From an optimization exercise on the open Yosys and OpenROAD flow, aimed at small area; shortcuts taken in it are not production practice. The RTL was checked by simulation tests, not by an equivalence proof against the original design. Power and IR drop assume default switching activity.

==> run G <==
## sid_top
module sid_top(
	output DAC_clk,
	output DAC_le,
	output DAC_dat_1,
	output DAC_dat_2,
	input [5:0] addr,
	input [7:0] bus_in,
	output reg [7:0] bus_out,
	input bus_cyc,
	input bus_we,
	input clk,
	input rst
);
reg [7:0] read_res;
always @(*) begin
	case(addr)
		default: read_res = 8'h00;
		0: read_res = freq_1[7:0];
		1: read_res = freq_1[15:8];
		2: read_res = pw_1[7:0];
		3: read_res = {4'h0, pw_1[11:8]};
		4: read_res = ctrl_1;
		5: read_res = atk_dec_1;
		6: read_res = sus_rel_1;
		7: read_res = freq_2[7:0];
		8: read_res = freq_2[15:8];
		9: read_res = pw_2[7:0];
		10: read_res = {4'h0, pw_2[11:8]};
		11: read_res = ctrl_2;
		12: read_res = atk_dec_2;
		13: read_res = sus_rel_2;
		14: read_res = freq_3[7:0];
		15: read_res = freq_3[15:8];
		16: read_res = pw_3[7:0];
		17: read_res = {4'h0, pw_3[11:8]};
		18: read_res = ctrl_3;
		19: read_res = atk_dec_3;
		20: read_res = sus_rel_3;
		21: read_res = {5'h00, fc[2:0]};
		22: read_res = fc[10:3];
		23: read_res = res_filt;
		24: read_res = mode_vol;
		25: read_res = {6'h20, clk_trg};
		27: read_res = sample_3[11:4];
		28: read_res = ch3_env;
	endcase
end
reg [15:0] freq_1;
reg [11:0] pw_1;
reg [7:0]  ctrl_1;
reg [7:0]  atk_dec_1;
reg [7:0]  sus_rel_1;
reg [15:0] freq_2;
reg [11:0] pw_2;
reg [7:0]  ctrl_2;
reg [7:0]  atk_dec_2;
reg [7:0]  sus_rel_2;
reg [15:0] freq_3;
  ...
==> module SID_filter, before the edit <==
module SID_filter(
	output [14:0] sample_out,
	input [11:0] sample_1,
	input [11:0] sample_2,
	input [11:0] sample_3,
	input [10:0] reg_fc,
	input [7:0] res_filt,
	input [7:0] mode_vol,
	input clk,
	input clk_enable,
	input rst,
	input [2:0] filter_step,
	output sample_ready
);
wire filt_1 = res_filt[0];
wire filt_2 = res_filt[1];
wire filt_3 = res_filt[2];
wire three_off = mode_vol[7];
wire hp = mode_vol[6];
wire bp = mode_vol[5];
wire lp = mode_vol[4];
reg [15:0] sample_acc;
assign sample_out = sample_acc[15:1];
reg [25:0] high;
reg [31:0] band;
reg [25:0] low;
reg [3:0]  res_c;    
reg [10:0] fc_c;     
reg [5:0]  fc2_lo;   
reg f2_c, f3_c;      
reg hp_c, lp_c, bp_c;
reg [25:0] acc;      
wire [2:0] st = filter_step;
reg [10:0] res_lut;
always @(*) begin
	case(st == 0 ? res_filt[7:4] : res_c)
		0: res_lut = 11'h5a8;
		1: res_lut = 11'h52b;
		2: res_lut = 11'h4c2;
		3: res_lut = 11'h468;
		4: res_lut = 11'h41b;
		5: res_lut = 11'h3d8;
		6: res_lut = 11'h39d;
		7: res_lut = 11'h368;
		8: res_lut = 11'h339;
		9: res_lut = 11'h30f;
		10: res_lut = 11'h2e9;
		11: res_lut = 11'h2c6;
		12: res_lut = 11'h2a7;
		13: res_lut = 11'h28a;
		14: res_lut = 11'h270;
		15: res_lut = 11'h257;
	endcase
end
reg [5:0] digit;
always @(*) begin
	case(st)
		0: digit = {1'b0, res_lut[10:6]};
		1: digit = res_lut[5:0];
		3: digit = fc_c[5:0];
		5: digit = fc2_lo;
		default: digit = {1'b0, fc_c[10:6]};
	endcase
end
wire second = st[0];
wire [31:0] mul_b = {band[31:26], st[2] ? high : band[25:0]};
wire [31:0] prod;
macc_6x32 macc(.d(digit), .b(mul_b), .acc(acc), .add_acc(second), .p(prod));
reg [11:0] filt_add;
always @(*) begin
	case(st[1:0])
		0: filt_add = filt_1 ? sample_1 : 12'h000;
		1: filt_add = f2_c ? sample_2 : 12'h000;
		default: filt_add = f3_c ? sample_3 : 12'h000;
	endcase
end
wire [25:0] filt_x = {13'h0000, filt_add, 1'b0};
wire [25:0] prod_term = {{14{acc[19]}}, acc[19:8]};
reg [25:0] sub_a, sub_b;
always @(*) begin
	case(st)
		0, 4: sub_a = low;
		2: sub_a = {{4{acc[25]}}, acc[25:4]};
		6: sub_a = band[25:0];
		default: sub_a = high;
	endcase
	case(st)
		0, 1: sub_b = filt_x;
		2: sub_b = ~high;
		3: sub_b = ~filt_x;
		default: sub_b = ~prod_term;
	endcase
end
wire [31:0] sub_out;
cs_add #(32, 16) sub(.a({band[31:26], sub_a}), .b({{6{!(acc[19] && st == 6)}}, sub_b}), .ci(st[2] || st[1]), .s(sub_out));
reg [15:0] acc_add;
always @(*) begin
	case(st)
		1: acc_add = {3'b000, sample_1, 1'b0};
		2: acc_add = {3'b000, sample_2, 1'b0};
		3: acc_add = {3'b000, sample_3, 1'b0};
		5: acc_add = high[15:0];
		6: acc_add = low[15:0];
		default: acc_add = band[15:0];
	endcase
end
wire [15:0] sample_acc_next;
rc_add #(16) sacc_add(.a(sample_acc), .b(acc_add), .ci(1'b0), .s(sample_acc_next), .co());
assign sample_ready = st == 0;
always @(posedge clk) begin
	if(rst) begin
		band        <= 0;
		low         <= 0;
	end else if(clk_enable) begin
		if(!(st[2] && st[1])) acc <= second ? prod[31:6] : prod[25:0];
		case(st)
			0: begin
				high <= sub_out[25:0];
				res_c <= res_filt[7:4];
				f2_c <= filt_2;
				f3_c <= filt_3;
				sample_acc <= 16'h8000;
			end
			1: begin
				high <= sub_out[25:0];
				fc_c <= reg_fc;
				hp_c <= hp;
				if(!filt_1) sample_acc <= sample_acc_next;
			end
			2: begin
				high <= sub_out[25:0];
				fc_c[10:6] <= reg_fc[10:6];
				fc2_lo <= reg_fc[5:0];
				lp_c <= lp;
				if(!filt_2) sample_acc <= sample_acc_next;
			end
			3: begin
				high <= sub_out[25:0];
				bp_c <= bp;
				if(!filt_3 && !three_off) sample_acc <= sample_acc_next;
			end
			4: begin
				low <= sub_out[25:0];
			end
			5: begin
				if(hp_c) sample_acc <= sample_acc_next;
			end
			6: begin
				band <= sub_out;
				if(lp_c) sample_acc <= sample_acc_next;
			end
			7: begin
				if(bp_c) sample_acc <= sample_acc_next;
			end
		endcase
	end
end
endmodule
==> module macc_6x32, before the edit <==
module macc_6x32(
	input [5:0] d,
	input [31:0] b,
	input [25:0] acc,
	input add_acc,
	output [31:0] p
);
wire [31:0] pp0 = b & {32{d[0]}};
wire [31:0] pp1 = {b[30:0], 1'b0} & {32{d[1]}};
wire [31:0] pp2 = {b[29:0], 2'b0} & {32{d[2]}};
wire [31:0] pp3 = {b[28:0], 3'b0} & {32{d[3]}};
wire [31:0] pp4 = {b[27:0], 4'b0} & {32{d[4]}};
wire [31:0] pp5 = {b[26:0], 5'b0} & {32{d[5]}};
wire [31:0] pa = {acc, 6'b0} & {32{add_acc}};
wire [31:0] s1, c1, s2, c2, s3, c3, s4, c4, s5, c5;
csa_32 l1a(.x(pp0), .y(pp1), .z(pp2), .s(s1), .c(c1));
csa_32 l1b(.x(pp3), .y(pp4), .z(pp5), .s(s2), .c(c2));
csa_32 l2(.x(s1), .y(c1), .z(pa), .s(s3), .c(c3));
csa_32 l3(.x(s2), .y(c2), .z(s3), .s(s4), .c(c4));
csa_32 l4(.x(s4), .y(c4), .z(c3), .s(s5), .c(c5));
cs_add #(32, 16) fin(.a(s5), .b(c5), .ci(1'b0), .s(p));
endmodule
==> module csa_32, before the edit <==
module csa_32(
	input [31:0] x,
	input [31:0] y,
	input [31:0] z,
	output [31:0] s,
	output [31:0] c
);
assign s = x ^ y ^ z;
wire [31:0] m = (x & y) | (x & z) | (y & z);
assign c = {m[30:0], 1'b0};
endmodule
==> module cs_add, before the edit <==
module cs_add #(parameter W = 32, parameter K = 16) (
	input [W-1:0] a,
	input [W-1:0] b,
	input ci,
	output [W-1:0] s
);
localparam NB = (W + K - 1) / K;
wire [NB:0] c;
assign c[0] = ci;
genvar i;
generate
	for(i = 0; i < NB; i = i + 1) begin : blk
		localparam LO = i * K;
		localparam N = (W - LO < K) ? W - LO : K;
		if(i == 0) begin : first
			rc_add #(N) add(.a(a[LO+N-1:LO]), .b(b[LO+N-1:LO]), .ci(c[0]), .s(s[LO+N-1:LO]), .co(c[1]));
		end else begin : sel
			wire [N-1:0] s0, s1;
			wire c0, c1;
			rc_add #(N) add0(.a(a[LO+N-1:LO]), .b(b[LO+N-1:LO]), .ci(1'b0), .s(s0), .co(c0));
			rc_add #(N) add1(.a(a[LO+N-1:LO]), .b(b[LO+N-1:LO]), .ci(1'b1), .s(s1), .co(c1));
			assign s[LO+N-1:LO] = c[i] ? s1 : s0;
			assign c[i+1] = c[i] ? c1 : c0;
		end
	end
endgenerate
endmodule
Settings: LEC_CHECK=0, CAP_MARGIN=20, CORE_MARGIN=2, CORE_UTILIZATION=40, SLEW_MARGIN=20; clock period 15.0 ns.
standard.sh (not shown) runs the stock make flow with config.mk's settings and CLKGATE_MAP_FILE= SYNTH_SCRIPT=/design/flow/synth_recipe.tcl, a recipe that flattens the netlist after the stock synthesis.
==> flow/flow/run.sh <==
#!/bin/bash
# The standard layout, with clock tree synthesis told not to add dummy loads
# (cells that only balance the clock tree) and to use small leaf buffers.
set -euo pipefail
export CTS_ARGS="-sink_clustering_enable -repair_clock_nets -dont_use_dummy_load -buf_list {sky130_fd_sc_hd__clkbuf_2 sky130_fd_sc_hd__clkbuf_4} -sink_clustering_size 6 -sink_clustering_max_diameter 30"
bash standard.sh > standard_flow.log 2>&1
==> inputs of run C, as changes to run G <==
--- a/flow/design.v
+++ b/flow/design.v
@@ -262,7 +262,7 @@
 reg [31:0] band;
 reg [25:0] low;
-reg [3:0]  res_c;    
-reg [10:0] fc_c;     
-reg [5:0]  fc2_lo;   
+reg [5:0]  digit_r;  
+reg [5:0]  fc_lo;    
+reg [4:0]  fc_hi;    
 reg f2_c, f3_c;      
 reg hp_c, lp_c, bp_c;
@@ -271,5 +271,5 @@
 reg [10:0] res_lut;
 always @(*) begin
-	case(st == 0 ? res_filt[7:4] : res_c)
+	case(res_filt[7:4])
 		0: res_lut = 11'h5a8;
 		1: res_lut = 11'h52b;
@@ -290,14 +290,5 @@
 	endcase
 end
-reg [5:0] digit;
-always @(*) begin
-	case(st)
-		0: digit = {1'b0, res_lut[10:6]};
-		1: digit = res_lut[5:0];
-		3: digit = fc_c[5:0];
-		5: digit = fc2_lo;
-		default: digit = {1'b0, fc_c[10:6]};
-	endcase
-end
+wire [5:0] digit = st == 0 ? {1'b0, res_lut[10:6]} : digit_r;
 wire second = st[0];
 wire [31:0] mul_b = {band[31:26], st[2] ? high : band[25:0]};
@@ -330,5 +321,5 @@
 end
 wire [31:0] sub_out;
-cs_add #(32, 16) sub(.a({band[31:26], sub_a}), .b({{6{!(acc[19] && st == 6)}}, sub_b}), .ci(st[2] || st[1]), .s(sub_out));
+rc_add #(32) sub(.a({band[31:26], sub_a}), .b({{6{!(acc[19] && st == 6)}}, sub_b}), .ci(st[2] || st[1]), .s(sub_out), .co());
 reg [15:0] acc_add;
 always @(*) begin
@@ -354,5 +345,5 @@
 			0: begin
 				high <= sub_out[25:0];
-				res_c <= res_filt[7:4];
+				digit_r <= res_lut[5:0];
 				f2_c <= filt_2;
 				f3_c <= filt_3;
@@ -361,5 +352,6 @@
 			1: begin
 				high <= sub_out[25:0];
-				fc_c <= reg_fc;
+				digit_r <= {1'b0, reg_fc[10:6]};
+				fc_lo <= reg_fc[5:0];
 				hp_c <= hp;
 				if(!filt_1) sample_acc <= sample_acc_next;
@@ -367,10 +359,12 @@
 			2: begin
 				high <= sub_out[25:0];
-				fc_c[10:6] <= reg_fc[10:6];
-				fc2_lo <= reg_fc[5:0];
+				digit_r <= fc_lo;
+				fc_lo <= reg_fc[5:0];
+				fc_hi <= reg_fc[10:6];
 				lp_c <= lp;
 				if(!filt_2) sample_acc <= sample_acc_next;
 			end
 			3: begin
+				digit_r <= {1'b0, fc_hi};
 				high <= sub_out[25:0];
 				bp_c <= bp;
@@ -378,4 +372,5 @@
 			end
 			4: begin
+				digit_r <= fc_lo;
 				low <= sub_out[25:0];
 			end
==> flow/flow/run.sh (replaced) <==
#!/bin/bash
# The standard layout, with clock tree synthesis told not to add dummy loads
# (cells that only balance the clock tree) and to use small leaf buffers.
set -euo pipefail
export CTS_ARGS="-sink_clustering_enable -repair_clock_nets -dont_use_dummy_load -buf_list sky130_fd_sc_hd__clkbuf_4 -sink_clustering_size 9 -sink_clustering_max_diameter 45"
bash standard.sh > standard_flow.log 2>&1
Settings changed: ABC_AREA set to 1, CORE_UTILIZATION 40 to 60.
==> inputs of run P, as changes to run G <==
--- a/flow/design.v
+++ b/flow/design.v
@@ -262,7 +262,7 @@
 reg [31:0] band;
 reg [25:0] low;
-reg [3:0]  res_c;    
-reg [10:0] fc_c;     
-reg [5:0]  fc2_lo;   
+reg [5:0]  digit_r;  
+reg [5:0]  fc_lo;    
+reg [4:0]  fc_hi;    
 reg f2_c, f3_c;      
 reg hp_c, lp_c, bp_c;
@@ -271,5 +271,5 @@
 reg [10:0] res_lut;
 always @(*) begin
-	case(st == 0 ? res_filt[7:4] : res_c)
+	case(res_filt[7:4])
 		0: res_lut = 11'h5a8;
 		1: res_lut = 11'h52b;
@@ -290,14 +290,5 @@
 	endcase
 end
-reg [5:0] digit;
-always @(*) begin
-	case(st)
-		0: digit = {1'b0, res_lut[10:6]};
-		1: digit = res_lut[5:0];
-		3: digit = fc_c[5:0];
-		5: digit = fc2_lo;
-		default: digit = {1'b0, fc_c[10:6]};
-	endcase
-end
+wire [5:0] digit = st == 0 ? {1'b0, res_lut[10:6]} : digit_r;
 wire second = st[0];
 wire [31:0] mul_b = {band[31:26], st[2] ? high : band[25:0]};
@@ -330,5 +321,5 @@
 end
 wire [31:0] sub_out;
-cs_add #(32, 16) sub(.a({band[31:26], sub_a}), .b({{6{!(acc[19] && st == 6)}}, sub_b}), .ci(st[2] || st[1]), .s(sub_out));
+rc_add #(32) sub(.a({band[31:26], sub_a}), .b({{6{!(acc[19] && st == 6)}}, sub_b}), .ci(st[2] || st[1]), .s(sub_out), .co());
 reg [15:0] acc_add;
 always @(*) begin
@@ -354,5 +345,5 @@
 			0: begin
 				high <= sub_out[25:0];
-				res_c <= res_filt[7:4];
+				digit_r <= res_lut[5:0];
 				f2_c <= filt_2;
 				f3_c <= filt_3;
@@ -361,5 +352,6 @@
 			1: begin
 				high <= sub_out[25:0];
-				fc_c <= reg_fc;
+				digit_r <= {1'b0, reg_fc[10:6]};
+				fc_lo <= reg_fc[5:0];
 				hp_c <= hp;
 				if(!filt_1) sample_acc <= sample_acc_next;
@@ -367,10 +359,12 @@
 			2: begin
 				high <= sub_out[25:0];
-				fc_c[10:6] <= reg_fc[10:6];
-				fc2_lo <= reg_fc[5:0];
+				digit_r <= fc_lo;
+				fc_lo <= reg_fc[5:0];
+				fc_hi <= reg_fc[10:6];
 				lp_c <= lp;
 				if(!filt_2) sample_acc <= sample_acc_next;
 			end
 			3: begin
+				digit_r <= {1'b0, fc_hi};
 				high <= sub_out[25:0];
 				bp_c <= bp;
@@ -378,4 +372,5 @@
 			end
 			4: begin
+				digit_r <= fc_lo;
 				low <= sub_out[25:0];
 			end
==> flow/flow/run.sh (replaced) <==
#!/bin/bash
# The standard layout, with clock tree synthesis told not to add dummy loads
# (cells that only balance the clock tree) and to use small leaf buffers.
set -euo pipefail
export CTS_ARGS="-sink_clustering_enable -repair_clock_nets -dont_use_dummy_load -buf_list sky130_fd_sc_hd__clkbuf_4 -sink_clustering_size 9 -sink_clustering_max_diameter 45"
bash standard.sh > standard_flow.log 2>&1
Settings changed: ABC_AREA set to 1.
==> inputs of run Z, as changes to run G <==
--- a/flow/design.v
+++ b/flow/design.v
@@ -264,12 +264,10 @@
 reg [3:0]  res_c;    
 reg [10:0] fc_c;     
-reg [5:0]  fc2_lo;   
-reg f2_c, f3_c;      
 reg hp_c, lp_c, bp_c;
-reg [25:0] acc;      
-wire [2:0] st = filter_step;
+reg f2_c, f3_c;      
+reg [25:0] acc;
 reg [10:0] res_lut;
 always @(*) begin
-	case(st == 0 ? res_filt[7:4] : res_c)
+	case(res_c)
 		0: res_lut = 11'h5a8;
 		1: res_lut = 11'h52b;
@@ -292,19 +290,20 @@
 reg [5:0] digit;
 always @(*) begin
-	case(st)
-		0: digit = {1'b0, res_lut[10:6]};
-		1: digit = res_lut[5:0];
-		3: digit = fc_c[5:0];
-		5: digit = fc2_lo;
-		default: digit = {1'b0, fc_c[10:6]};
+	case(filter_step)
+		1: digit = {1'b0, reg_fc[10:6]};
+		3: digit = {1'b0, res_lut[10:6]};
+		4: digit = res_lut[5:0];
+		5: digit = {1'b0, fc_c[10:6]};
+		default: digit = fc_c[5:0];
 	endcase
 end
-wire second = st[0];
-wire [31:0] mul_b = {band[31:26], st[2] ? high : band[25:0]};
-wire [31:0] prod;
-macc_6x32 macc(.d(digit), .b(mul_b), .acc(acc), .add_acc(second), .p(prod));
+wire second = !filter_step[0];    
+wire [31:0] mul_b = {band[31:26], filter_step[2] && filter_step[1] || filter_step == 5 ? high : band[25:0]};
+wire [31:0] prod = (second ? {acc, 6'h00} : 32'h0) + digit * mul_b;
+wire step4 = filter_step == 4;
+wire prep = !filter_step[2] && filter_step != 2;
 reg [11:0] filt_add;
 always @(*) begin
-	case(st[1:0])
+	case(filter_step[1:0])
 		0: filt_add = filt_1 ? sample_1 : 12'h000;
 		1: filt_add = f2_c ? sample_2 : 12'h000;
@@ -312,26 +311,22 @@
 	endcase
 end
-wire [25:0] filt_x = {13'h0000, filt_add, 1'b0};
-wire [25:0] prod_term = {{14{acc[19]}}, acc[19:8]};
-reg [25:0] sub_a, sub_b;
+reg [25:0] sub_a_lo, sub_b_lo;
 always @(*) begin
-	case(st)
-		0, 4: sub_a = low;
-		2: sub_a = {{4{acc[25]}}, acc[25:4]};
-		6: sub_a = band[25:0];
-		default: sub_a = high;
-	endcase
-	case(st)
-		0, 1: sub_b = filt_x;
-		2: sub_b = ~high;
-		3: sub_b = ~filt_x;
-		default: sub_b = ~prod_term;
-	endcase
-end
-wire [31:0] sub_out;
-cs_add #(32, 16) sub(.a({band[31:26], sub_a}), .b({{6{!(acc[19] && st == 6)}}, sub_b}), .ci(st[2] || st[1]), .s(sub_out));
+	case(filter_step)
+		0, 2: sub_a_lo = low;
+		1, 3: sub_a_lo = high;
+		4: sub_a_lo = {{4{prod[31]}}, prod[31:10]};
+		default: sub_a_lo = band[25:0];
+	endcase
+	if(prep) sub_b_lo = ~{13'h0000, filt_add, 1'b0};
+	else if(step4) sub_b_lo = high;
+	else sub_b_lo = {{14{prod[25]}}, prod[25:14]};
+end
+wire [31:0] sub_out = {band[31:26], sub_a_lo} + ~{{6{prod[25] && !prep}}, sub_b_lo} + {31'h0, !prep};
+wire [25:0] high_next = sub_out[25:0];
+wire [31:0] band_low_next = sub_out;
 reg [15:0] acc_add;
 always @(*) begin
-	case(st)
+	case(filter_step)
 		1: acc_add = {3'b000, sample_1, 1'b0};
 		2: acc_add = {3'b000, sample_2, 1'b0};
@@ -344,5 +339,5 @@
 wire [15:0] sample_acc_next;
 rc_add #(16) sacc_add(.a(sample_acc), .b(acc_add), .ci(1'b0), .s(sample_acc_next), .co());
-assign sample_ready = st == 0;
+assign sample_ready = filter_step == 0;
 always @(posedge clk) begin
 	if(rst) begin
@@ -350,33 +345,32 @@
 		low         <= 0;
 	end else if(clk_enable) begin
-		if(!(st[2] && st[1])) acc <= second ? prod[31:6] : prod[25:0];
-		case(st)
+		if(!second) acc <= prod[25:0];
+		case(filter_step)
 			0: begin
-				high <= sub_out[25:0];
-				res_c <= res_filt[7:4];
+				high <= high_next;
 				f2_c <= filt_2;
 				f3_c <= filt_3;
+				res_c <= res_filt[7:4];
 				sample_acc <= 16'h8000;
 			end
 			1: begin
-				high <= sub_out[25:0];
-				fc_c <= reg_fc;
+				high <= high_next;
+				fc_c[5:0] <= reg_fc[5:0];
 				hp_c <= hp;
 				if(!filt_1) sample_acc <= sample_acc_next;
 			end
 			2: begin
-				high <= sub_out[25:0];
-				fc_c[10:6] <= reg_fc[10:6];
-				fc2_lo <= reg_fc[5:0];
+				fc_c <= reg_fc;
+				low <= band_low_next[25:0];
 				lp_c <= lp;
 				if(!filt_2) sample_acc <= sample_acc_next;
 			end
 			3: begin
-				high <= sub_out[25:0];
+				high <= high_next;
 				bp_c <= bp;
 				if(!filt_3 && !three_off) sample_acc <= sample_acc_next;
 			end
 			4: begin
-				low <= sub_out[25:0];
+				high <= high_next;
 			end
 			5: begin
@@ -384,5 +378,5 @@
 			end
 			6: begin
-				band <= sub_out;
+				band <= band_low_next;
 				if(lp_c) sample_acc <= sample_acc_next;
 			end
@@ -390,68 +384,10 @@
 				if(bp_c) sample_acc <= sample_acc_next;
 			end
+			default: begin
+			end
 		endcase
 	end
 end
 endmodule
-module macc_6x32(
-	input [5:0] d,
-	input [31:0] b,
-	input [25:0] acc,
-	input add_acc,
-	output [31:0] p
-);
-wire [31:0] pp0 = b & {32{d[0]}};
-wire [31:0] pp1 = {b[30:0], 1'b0} & {32{d[1]}};
-wire [31:0] pp2 = {b[29:0], 2'b0} & {32{d[2]}};
-wire [31:0] pp3 = {b[28:0], 3'b0} & {32{d[3]}};
-wire [31:0] pp4 = {b[27:0], 4'b0} & {32{d[4]}};
-wire [31:0] pp5 = {b[26:0], 5'b0} & {32{d[5]}};
-wire [31:0] pa = {acc, 6'b0} & {32{add_acc}};
-wire [31:0] s1, c1, s2, c2, s3, c3, s4, c4, s5, c5;
-csa_32 l1a(.x(pp0), .y(pp1), .z(pp2), .s(s1), .c(c1));
-csa_32 l1b(.x(pp3), .y(pp4), .z(pp5), .s(s2), .c(c2));
-csa_32 l2(.x(s1), .y(c1), .z(pa), .s(s3), .c(c3));
-csa_32 l3(.x(s2), .y(c2), .z(s3), .s(s4), .c(c4));
-csa_32 l4(.x(s4), .y(c4), .z(c3), .s(s5), .c(c5));
-cs_add #(32, 16) fin(.a(s5), .b(c5), .ci(1'b0), .s(p));
-endmodule
-module csa_32(
-	input [31:0] x,
-	input [31:0] y,
-	input [31:0] z,
-	output [31:0] s,
-	output [31:0] c
-);
-assign s = x ^ y ^ z;
-wire [31:0] m = (x & y) | (x & z) | (y & z);
-assign c = {m[30:0], 1'b0};
-endmodule
-module cs_add #(parameter W = 32, parameter K = 16) (
-	input [W-1:0] a,
-	input [W-1:0] b,
-	input ci,
-	output [W-1:0] s
-);
-localparam NB = (W + K - 1) / K;
-wire [NB:0] c;
-assign c[0] = ci;
-genvar i;
-generate
-	for(i = 0; i < NB; i = i + 1) begin : blk
-		localparam LO = i * K;
-		localparam N = (W - LO < K) ? W - LO : K;
-		if(i == 0) begin : first
-			rc_add #(N) add(.a(a[LO+N-1:LO]), .b(b[LO+N-1:LO]), .ci(c[0]), .s(s[LO+N-1:LO]), .co(c[1]));
-		end else begin : sel
-			wire [N-1:0] s0, s1;
-			wire c0, c1;
-			rc_add #(N) add0(.a(a[LO+N-1:LO]), .b(b[LO+N-1:LO]), .ci(1'b0), .s(s0), .co(c0));
-			rc_add #(N) add1(.a(a[LO+N-1:LO]), .b(b[LO+N-1:LO]), .ci(1'b1), .s(s1), .co(c1));
-			assign s[LO+N-1:LO] = c[i] ? s1 : s0;
-			assign c[i+1] = c[i] ? c1 : c0;
-		end
-	end
-endgenerate
-endmodule
 `default_nettype none
 module spi_dac_i(
==> flow/flow/run.sh (replaced) <==
#!/bin/bash
# The standard layout, with clock tree synthesis told not to add dummy loads
# (cells that only balance the clock tree) and to use small leaf buffers.
set -euo pipefail
export CTS_ARGS="-sink_clustering_enable -repair_clock_nets -dont_use_dummy_load -buf_list sky130_fd_sc_hd__clkbuf_4 -sink_clustering_size 8 -sink_clustering_max_diameter 40"
bash standard.sh > standard_flow.log 2>&1
==> results.txt <==
Run status: run C complete, no violations; run P complete, no violations; run Z complete, no violations; run G complete, no violations
Switching power share of the total: run C 36.0%; run P 36.3%; run Z 34.5%; run G 32.8%
NetSw: run C 1.86 mW; run P 1.89 mW; run Z 1.78 mW; run G 1.66 mW
Number of sinks driven by the clock tree: run C 782; run P 782; run Z 780; run G 775
Simple logic cell fraction of the synthesized area: run C 14.5%; run P 14.5%; run Z 17.1%; run G 16.5%
Overall power consumption: run C 5.19 mW; run P 5.21 mW; run Z 5.16 mW; run G 5.05 mW
FF+latch count, synth: run C 782; run P 782; run Z 780; run G 775
Met1 demand-to-capacity share in global routing: run C 48.1%; run P 31.1%; run Z 30.9%; run G 30.3%
Adder-cell share of the synthesized area: run C 17.8%; run P 17.8%; run Z 16.5%; run G 17.6%
Count of unique library cells instantiated by Yosys: run C 60; run P 60; run Z 91; run G 80
Core area: run C 0.0758 mm2; run P 0.114 mm2; run Z 0.118 mm2; run G 0.115 mm2
Xor/xnor cell area share of the yosys netlist: run C 0.591%; run P 0.591%; run Z 1.59%; run G 1.00%
Area taken by multi-input logic gates: run C 0.0230 mm2; run P 0.0230 mm2; run Z 0.0263 mm2; run G 0.0252 mm2

what the ideal ports hide:
Ports are ideal in the flow. The routed layouts listed here were re-timed in OpenROAD.
Step 1 sets driving cells, clkbuf_16 on the clock port and buf_2 on the other inputs (assumed; they add their load-dependent delay and slew).
Step 2, shift: input delay + t, output delay - t, t = (earliest + latest rising clock arrival at the registers) / 2. This alone moves slack from input paths to output paths.
Slacks: ideal ports / drivers / drivers and shift; pairs: ideal ports / drivers.
run | t, ns | setup slack, ns | worst setup path after step 2 | clock arrival spread, ns
run G | 1.107 | 0.717 / 0.717 / 0.717 | register to register | 0.221 / 0.222
run C | 0.996 | 0.621 / 0.621 / 0.621 | register to register | 0.167 / 0.167
run P | 1.017 | 0.698 / 0.698 / 0.698 | register to register | 0.210 / 0.210
run Z | 1.080 | 1.663 / 1.663 / 1.663 | register to register | 0.130 / 0.130
After both steps every run listed still meets setup and hold.
